Source: an optimization exercise on an open RTL-to-GDS flow (aim: small area). Production flows keep margins and buffers that such runs may drop. In this exercise RTL edits were held to simulation tests only and were not proved equivalent to the original. No activity file was given, so power comes from the tool's default toggle rates.

File: design/flow/run.sh
#!/bin/bash
# synth_recipe.tcl (not shown) runs the flow's synth.tcl, then flattens the netlist and writes it again
# the make line also repeats each setting of config.mk as NAME=value (left out here)
make -C /OpenROAD-flow-scripts/flow DESIGN_CONFIG=/design/flow/config.mk WORK_HOME=/design/flow/orfs CLKGATE_MAP_FILE= SYNTH_SCRIPT=/design/flow/synth_recipe.tcl finish
File: design/flow/constraint.sdc
create_clock -name core_clock -period 10.0 [get_ports {clk}]
set_input_delay 2.0000 -clock core_clock [delete_from_list [all_inputs] [get_ports {clk}]]
set_output_delay 2.0000 -clock core_clock [all_outputs]
set_load 0.01 [all_outputs]
File: design/flow/config.mk
export PLATFORM = sky130hd
export DESIGN_NAME = keypad_password_system
export DESIGN_NICKNAME = keypad_password_system
export VERILOG_FILES = /design/flow/design.v
export SDC_FILE = /design/flow/constraint.sdc
export NUM_CORES = 4
export LEC_CHECK = 0
export CAP_MARGIN = 20
export CORE_MARGIN = 2
export CORE_UTILIZATION = 40
export SLEW_MARGIN = 20
File: design/flow/design.v
module hex_to_7seg (
    input  wire [3:0] hex_in,
    output wire [6:0] seg_out   
);
    localparam [15:0] T_A = 16'b0111011111111100;
    localparam [15:0] T_B = 16'b0101010111011111;
    localparam [15:0] T_C = 16'b0110011111101111;
    localparam [15:0] T_D = 16'b0111011111110000;
    localparam [15:0] T_E = 16'b0110001011010000;
    localparam [15:0] T_F = 16'b0110011011100010;
    localparam [15:0] T_G = 16'b0000111101111010;
    assign seg_out = {T_G[hex_in], T_F[hex_in], T_E[hex_in], T_D[hex_in],
                      T_C[hex_in], T_B[hex_in], T_A[hex_in]};
endmodule
module keypad_scanner (
    input  wire       clk,
    input  wire       reset,
    input  wire [3:0] rows,
    output wire [3:0] cols,
    output wire [3:0] key_pos,     
    output wire       key_apply    
);
    localparam [5:0] SCAN_END = 6'b000111;
    reg [5:0] scan_timer;
    reg [1:0] scan_index;
    wire scan_tick = (scan_timer == SCAN_END);
    always @(posedge clk or posedge reset) begin
        if (reset) begin
            scan_timer <= 6'd0;
            scan_index <= 2'd0;
        end else begin
            scan_timer <= scan_tick ? 6'd0 : {~scan_timer[4:0], ~(scan_timer[5] ^ scan_timer[4])};
            if (scan_tick)
                scan_index <= scan_index + 2'd1;
        end
    end
    assign cols = ~(4'b0001 << scan_index);
    reg [3:0] row_sync1, row_sync2;
    always @(posedge clk) begin
        row_sync1 <= rows;
        row_sync2 <= row_sync1;
    end
    reg row_changed;
    always @(posedge clk)
        row_changed <= reset ? (row_sync1 != 4'b1111) : (row_sync1 != row_sync2);
    reg [2:0] debounce_counter;
    reg       deb_valid;
    reg [1:0] deb_row;
    wire       one_low = (row_sync2 == 4'b1110) | (row_sync2 == 4'b1101) |
                         (row_sync2 == 4'b1011) | (row_sync2 == 4'b0111);
    wire [1:0] low_row = {~row_sync2[2] | ~row_sync2[3], ~row_sync2[1] | ~row_sync2[3]};
    always @(posedge clk or posedge reset) begin
        if (reset) begin
            debounce_counter <= 3'd0;
            deb_valid <= 1'b0;
        end else if (row_changed) begin
            debounce_counter <= 3'd0;
        end else if (debounce_counter < 3'd4) begin
            debounce_counter <= debounce_counter + 3'd1;
        end else begin
            deb_valid <= one_low;
        end
    end
    always @(posedge clk)
        if (!row_changed && debounce_counter == 3'd4)
            deb_row <= low_row;
    wire key_found = deb_valid & ~(scan_index == 2'd2 & deb_row == 2'd3);
    reg [2:0] state;
    reg [3:0] detected_key;
    reg [11:0] release_timer;
    localparam [11:0] RELEASE_END = 12'b001110010011;   
    wire waiting = (state >= 3'd2);
    always @(posedge clk or posedge reset) begin
        if (reset) begin
            state <= 3'd0;
        end else begin
            case (state)
                3'd0: if (key_found) state <= 3'd1;
                3'd6: if (!key_found && release_timer == RELEASE_END) state <= 3'd0;
                default: state <= state + 3'd1;
            endcase
        end
    end
    always @(posedge clk) begin
        if (state == 3'd0)
            detected_key <= {scan_index, deb_row};
        release_timer <= (waiting && !key_found) ?
            {~release_timer[10:0], ~(release_timer[11] ^ release_timer[0])} : 12'd0;
    end
    assign key_pos = detected_key;
    assign key_apply = (state == 3'd5);
endmodule
module password_fsm (
    input  wire        clk,
    input  wire        reset,
    input  wire [3:0]  key_pos,
    input  wire        key_apply,
    output reg  [1:0]  state,
    output reg  [11:0] digits
);
    localparam S_IDLE     = 2'b00;
    localparam S_ENTERING = 2'b01;
    localparam S_SUCCESS  = 2'b10;
    localparam S_FAIL     = 2'b11;
    localparam [3:0] P_EMPTY = 4'b1011;   
    localparam [3:0] P_1 = 4'b0000, P_2 = 4'b0100, P_3 = 4'b1000, P_4 = 4'b0001;
    localparam [3:0] P_C = 4'b1110, P_E = 4'b0011;
    localparam [16:0] TIMER_END = {5'b00000, 12'b101010101110};
    wire is_digit = (key_pos[3:2] != 2'd3) & ~(key_pos[1:0] == 2'd3 & key_pos[3:2] != 2'd1);
    wire is_clear = (key_pos == P_C);
    wire is_enter = (key_pos == P_E);
    wire full = (digits[11:8] != P_EMPTY);
    wire pass = (digits == {P_1, P_2, P_3}) & (key_pos == P_4);
    reg [4:0] timer;
    wire in_result = state[1];
    wire timer_done = ({timer, digits} == TIMER_END);
    always @(posedge clk or posedge reset) begin
        if (reset) begin
            state <= S_IDLE;
        end else begin
            case (state)
                S_IDLE:
                    if (key_apply && is_digit) state <= S_ENTERING;
                S_ENTERING:
                    if (key_apply) begin
                        if (is_clear) state <= S_IDLE;
                        else if (is_enter) state <= S_FAIL;
                        else if (is_digit && full) state <= pass ? S_SUCCESS : S_FAIL;
                    end
                default:
                    if (timer_done) state <= S_IDLE;
            endcase
        end
    end
    wire load = key_apply & ((state == S_IDLE & is_digit) |
                             (state == S_ENTERING & (is_enter | (is_digit & full))));
    wire shift = in_result | (key_apply & state == S_ENTERING & is_digit);
    wire from_timer = in_result | (state[0] & (full | is_enter));
    always @(posedge clk) begin
        timer <= in_result ? {~digits[11:8], ~(timer[4] ^ digits[3])} : 5'd0;
        if (load | shift) begin
            digits[11:4] <= load ? {P_EMPTY, P_EMPTY} : digits[7:0];
            digits[3:0] <= from_timer ? timer[3:0] : key_pos;
        end
    end
endmodule
module seven_seg_driver (
    input  wire        clk,
    input  wire        reset,
    input  wire [1:0]  state,
    input  wire [11:0] digits,
    output wire [6:0]  seg_out,
    output wire [3:0]  digit_sel
);
    localparam [5:0] PRE_START = 6'b000110;
    localparam [5:0] PRE_END   = 6'b110001;
    reg [5:0] prescaler;
    reg [1:0] idx;
    reg       started;
    wire pre_end = (prescaler == PRE_END);
    always @(posedge clk or posedge reset) begin
        if (reset) begin
            prescaler <= PRE_START;
            idx <= 2'd0;
            started <= 1'b0;
        end else begin
            prescaler <= {prescaler[4:0], prescaler[5] ^ prescaler[4] ^ (prescaler[4:0] == 5'd0)};
            if (pre_end) begin
                started <= 1'b1;
                if (started) idx <= idx + 2'd1;
            end
        end
    end
    wire show_digit = (state == 2'b01) & (idx != 2'd0);
    wire [3:0] nib = idx[1] ? (idx[0] ? digits[3:0] : digits[7:4]) : digits[11:8];
    wire [6:0] digit_seg;
    hex_to_7seg decoder_inst (.hex_in(nib), .seg_out(digit_seg));
    reg [6:0] char_seg;
    always @(*) begin
        case ({state, idx})
            4'b10_00: char_seg = 7'b1110011;   
            4'b10_01: char_seg = 7'b1110111;   
            4'b10_10: char_seg = 7'b1101101;   
            4'b10_11: char_seg = 7'b1101101;   
            4'b11_00: char_seg = 7'b1110001;   
            4'b11_01: char_seg = 7'b1110111;   
            4'b11_10: char_seg = 7'b0000110;   
            4'b11_11: char_seg = 7'b0111000;   
            default:  char_seg = 7'b1000000;   
        endcase
    end
    wire [6:0] seg = show_digit ? digit_seg : char_seg;
    assign seg_out = (!started && prescaler[2]) ? 7'b0000000 : seg;
    assign digit_sel = (!started && prescaler[1]) ? 4'b1111 : ~(4'b1000 >> idx);
endmodule
module keypad_password_system (
    input  wire       clk,
    input  wire       reset_n,
    input  wire [3:0] keypad_rows,
    output wire [3:0] keypad_cols,
    output wire [6:0] seg_out,
    output wire [3:0] digit_sel
);
    wire reset = ~reset_n;
    wire       key_apply;    
    wire [3:0] key_pos;      
    wire [1:0] fsm_state;
    wire [11:0] fsm_digits;
    keypad_scanner u_keypad (
        .clk(clk),
        .reset(reset),
        .rows(keypad_rows),
        .cols(keypad_cols),
        .key_pos(key_pos),
        .key_apply(key_apply)
    );
    password_fsm u_fsm (
        .clk(clk),
        .reset(reset),
        .key_pos(key_pos),
        .key_apply(key_apply),
        .state(fsm_state),
        .digits(fsm_digits)
    );
    seven_seg_driver u_display (
        .clk(clk),
        .reset(reset),
        .state(fsm_state),
        .digits(fsm_digits),
        .seg_out(seg_out),
        .digit_sel(digit_sel)
    );
endmodule
==> impl_metrics.yaml <==
status:
  status: "timing/DRC/antenna clean"
logic_synthesis:
  synth_area_leaders: "dfrtp_1, edfxtp_1, dfxtp_1"
  synth-seq-cells: 70
  synthMuxAreaShare_pct: 5.535
  syn_area_per_cell_um2: 10.51
  synth_xor_area_share_pct: 1.773
  ys_types: 66
  synth_area_leader_cell: "dfrtp_1"
  ys_seq_area_share_pct: 49.57
  syn_nets: 357
  synth_compound_area_share_pct: 12.12
  yosysMostFrequentCell: "nor2_1"
  ys.flop_type: "dfxtp_1"
  ys_async_sr_fraction_pct: 37.14
  synthSimpleGateAreaFrac_pct: 18.52
  synth_cells: 329
  synth_top_family_by_area: "simple AND/OR/NAND/NOR gates"
  synth_top_area_share_pct: 17.37
  synth_area_um2: 3458
  synthAdderAreaFrac_pct: 7.959
  synth_edf_count: 18
  synthTopCellsByCount: "nor2_1, dfxtp_1, dfrtp_1, inv_1, ha_1"
  ys_warn_count: 3
detailed_routing:
  viasPerCell: 5.176
  vias: 2381
  first_pass_iters: 6
  wl_um: 5982
  wl_per_cell_um: 13.00
  ant_nets: 0
  drc_errors: 0
  drt_iter0_drc: 122
sta:
  slew_headroom_pct: 54.67
  setup_viol: 0
  hold_viol: 0
  fin_worst_skew_ns: 0.009427
  whs_ns: 0.3613
  rsz0062_at_grt: "no"
  worst_pin_slew_ns: 0.6748
  period_share_pct: 51.85
  slew_viol_final: 0
  final.setup.tns_ns: 0
  max_freq_ghz: 0.1929
  period_needed_ns: 5.185
critical_path:
  path_class: "register to output pin"
  cp-end-kind: "output pin"
  critPathLaunchType: "register"
  critPathSlowestCell: "dfrtp_1"
  crit_family: "compound AO/OA/AOI/OAI gates"
  required_ns: 8.00
  crit_fanout: 18
  path_cells: "nor2_1 -> a21oi_1 -> inv_1 -> ha_1 -> o21ba_2 -> o21ai_0 -> a21oi_1 -> a211oi_1 -> clkdlybuf4s50_1"
  crit_buf_inv: 2
  arrival_ns: 3.19
  critPathMaxStageDelay_ns: 0.72
  cp_common_cell: "a21oi_1"
flow_run:
  maxCapViolations: 0
global_routing:
  antenna_found_initial: 0
  grt_remaining_overflow: 0
  grt_usage_pct: 13.84
  grt_pass1_vias: 2414
  grt_pass1_wl_um: 10710
  grt_max_degree: 33
floorplanning:
  initial_core_util_pct: 41.67
  io_pins: 21
  die_y_um: 96.98
  core_area_um2: 8299
  die_w_um: 96.98
  die_area_um2: 9405
  rows: 33
power:
  peakVddDrop_v: 0.0001113
  p_leak_nw: 1.642
  power-per-cell-area_nw_per_um2: 257.6
cts:
  path_clk_slew_ns: 0.07
  cts_buffers: 9
  h-tree-depth: 3
  clock_latency_ns: 0.33
  cts_tree: "done"
  cts_setup_buffers: 0
  post_cts_resized: 0
  cts_buffer_depth: 2
  clock-root-buffer: "clkbuf_8"
  cts_hold_buffers: 0
  clock-sinks: 70
worst_hold_path:
  hold_class: "register to register"
placed_design:
  dpl.hpwl_um: 4309
  port-buffer-count: 20
  gp_congestion: 0.7987
finish:
  area_growth_pct: 14.00
  fin_nets: 378
  fin_util_pct: 47.50
  diodes: 0
  drive_gt1_share_pct: 10.42
power breakdown:
| part | internal, mW | switching (mW) | leakage, nW |
|---|---|---|---|
| logic | 0.153 | 0.149 | 0.832 |
| registers | 0.389 | 0.0927 | 0.707 |
| clock network | 0.138 | 0.0946 | 0.103 |
| total | 0.679 | 0.336 | 1.64 |
worst register-to-register path, stage by stage (launching register included):
cell      delay [ns]
edfxtp_1        0.58
and4b_4         0.35
o31ai_2         0.08
a21o_4          0.27
mux2_4          0.30
kinds of logic after synthesis:
| kind of cell | count (synthesis) |
|---|---|
| xor+xnor | 7 |
| buf+inv | 36 |
| mux | 15 |
| simple gates | 121 |
| fa+ha+maj | 22 |
| flops | 70 |
| compound gates | 58 |
layout by cell type (no fill, tap or decap), types with 3 or more instances in the layout:
cell type / count
nor2_1: 40
dfxtp_1: 26
inv_1: 24
dfrtp_1: 24
ha_1: 22
clkdlybuf4s50_1: 20
nand2_1: 19
edfxtp_1: 18
nand2b_1: 13
o21ai_0: 11
a21oi_1: 10
clkbuf_8: 9
and2_1: 7
mux2i_1: 6
nand3_1: 6
mux2_4: 5
nor3_1: 5
xnor2_1: 5
nor3b_1: 4
a21boi_0: 4
nand4_1: 4
nor2b_1: 4
a31oi_1: 4
nor4_1: 4
mux2_2: 3
a211oi_1: 3
clkinv_1: 3
metal layers:
layer | vias up | GRT usage (%) | share of wire [%]
met5 | - | 0 | 0
met2 | 55 | 22.97 | 48
met1 | 1122 | 16.95 | 45
li1 | 1188 | - | -
met3 | 16 | 2.890 | 3.8
met4 | 0 | 7.151 | 2.7
state kept, by name, indices dropped and copies added (netlist names), 3 cells and up:
signal	cells
u_fsm.digits	12
u_keypad.release_timer	12
u_display.prescaler	6
u_keypad.scan_timer	6
u_fsm.timer	5
u_keypad.detected_key	4
u_keypad.row_sync1	4
u_keypad.row_sync2	4
u_keypad.debounce_counter	3
u_keypad.state	3
area by class of cell:
type                       count  area (µm²)
timing repair buffer          22       215.2
clock inverter                 6       76.32
clock buffer                  10       127.6
inverter                      24       90.09
sequential                    70        1714
tap                          105       131.4
multi-input combinational    223        1588
fill                         760        4357
final timing paths:
path                       cells past startpoint                               end  slack, ns                            from
max                                            9                        seg_out[5]       4.81    u_display.idx[1]$_DFFE_PN0P_
min                                            0     u_keypad.row_sync2[0]$_DFF_P_       0.36   u_keypad.row_sync1[0]$_DFF_P_
max reg2reg                                    4         u_fsm.digits[3]$_DFFE_PP_       8.17  u_fsm.digits[11]$_SDFFCE_PP1P_
min reg2reg                                    0     u_keypad.row_sync2[0]$_DFF_P_       0.36   u_keypad.row_sync1[0]$_DFF_P_
max in group asynchronous                      2  u_display.prescaler[2]$_DFF_PN1_       7.64                         reset_n
min in group asynchronous                      2     u_keypad.state[2]$_DFFE_PN0P_       2.05                         reset_n
per-stage QoR:
stage / power (mW) / area [µm²] / std cells / setup slack, ns
floorplan: 0.6980 / 3458 / 329 / 5.878
CTS: 1.026 / 3943 / 460 / 4.804
finish: 1.015 / 3943 / 460 / 4.815
global placement: 0.7834 / 3739 / 444 / 5.271
global route: 1.090 / 3943 / 460 / 4.513
detailed placement: 0.7883 / 3739 / 444 / 5.160

port drivers added, routing unchanged:
The results above use ideal ports. As a check the final layout listed here was re-extracted and re-timed, cells and wires unchanged. Step 1, drivers: a clkbuf_16 drives clk and a buf_2 each remaining input, both assumed. Step 2 adds t to the input delays and takes it off the output delays; t is the mean of the earliest and latest rising clock arrival at the registers after step 1. Input paths then give back, and output paths get back, about the clock's delay inside the block. Three values: ideal, step 1, step 2; two values: the first two.
t (ns): 0.352
setup slack, ns: 4.815 / 4.787 / 5.139
clock arrival spread, ns: 0.009 / 0.010
worst register clock-pin slew, ns: 0.07 / 0.07
pins driven straight from the clock port: 1
After both steps this run still meets setup and hold. The setup slack of this run moves by -0.028 ns with the drivers and by +0.324 ns with both steps.
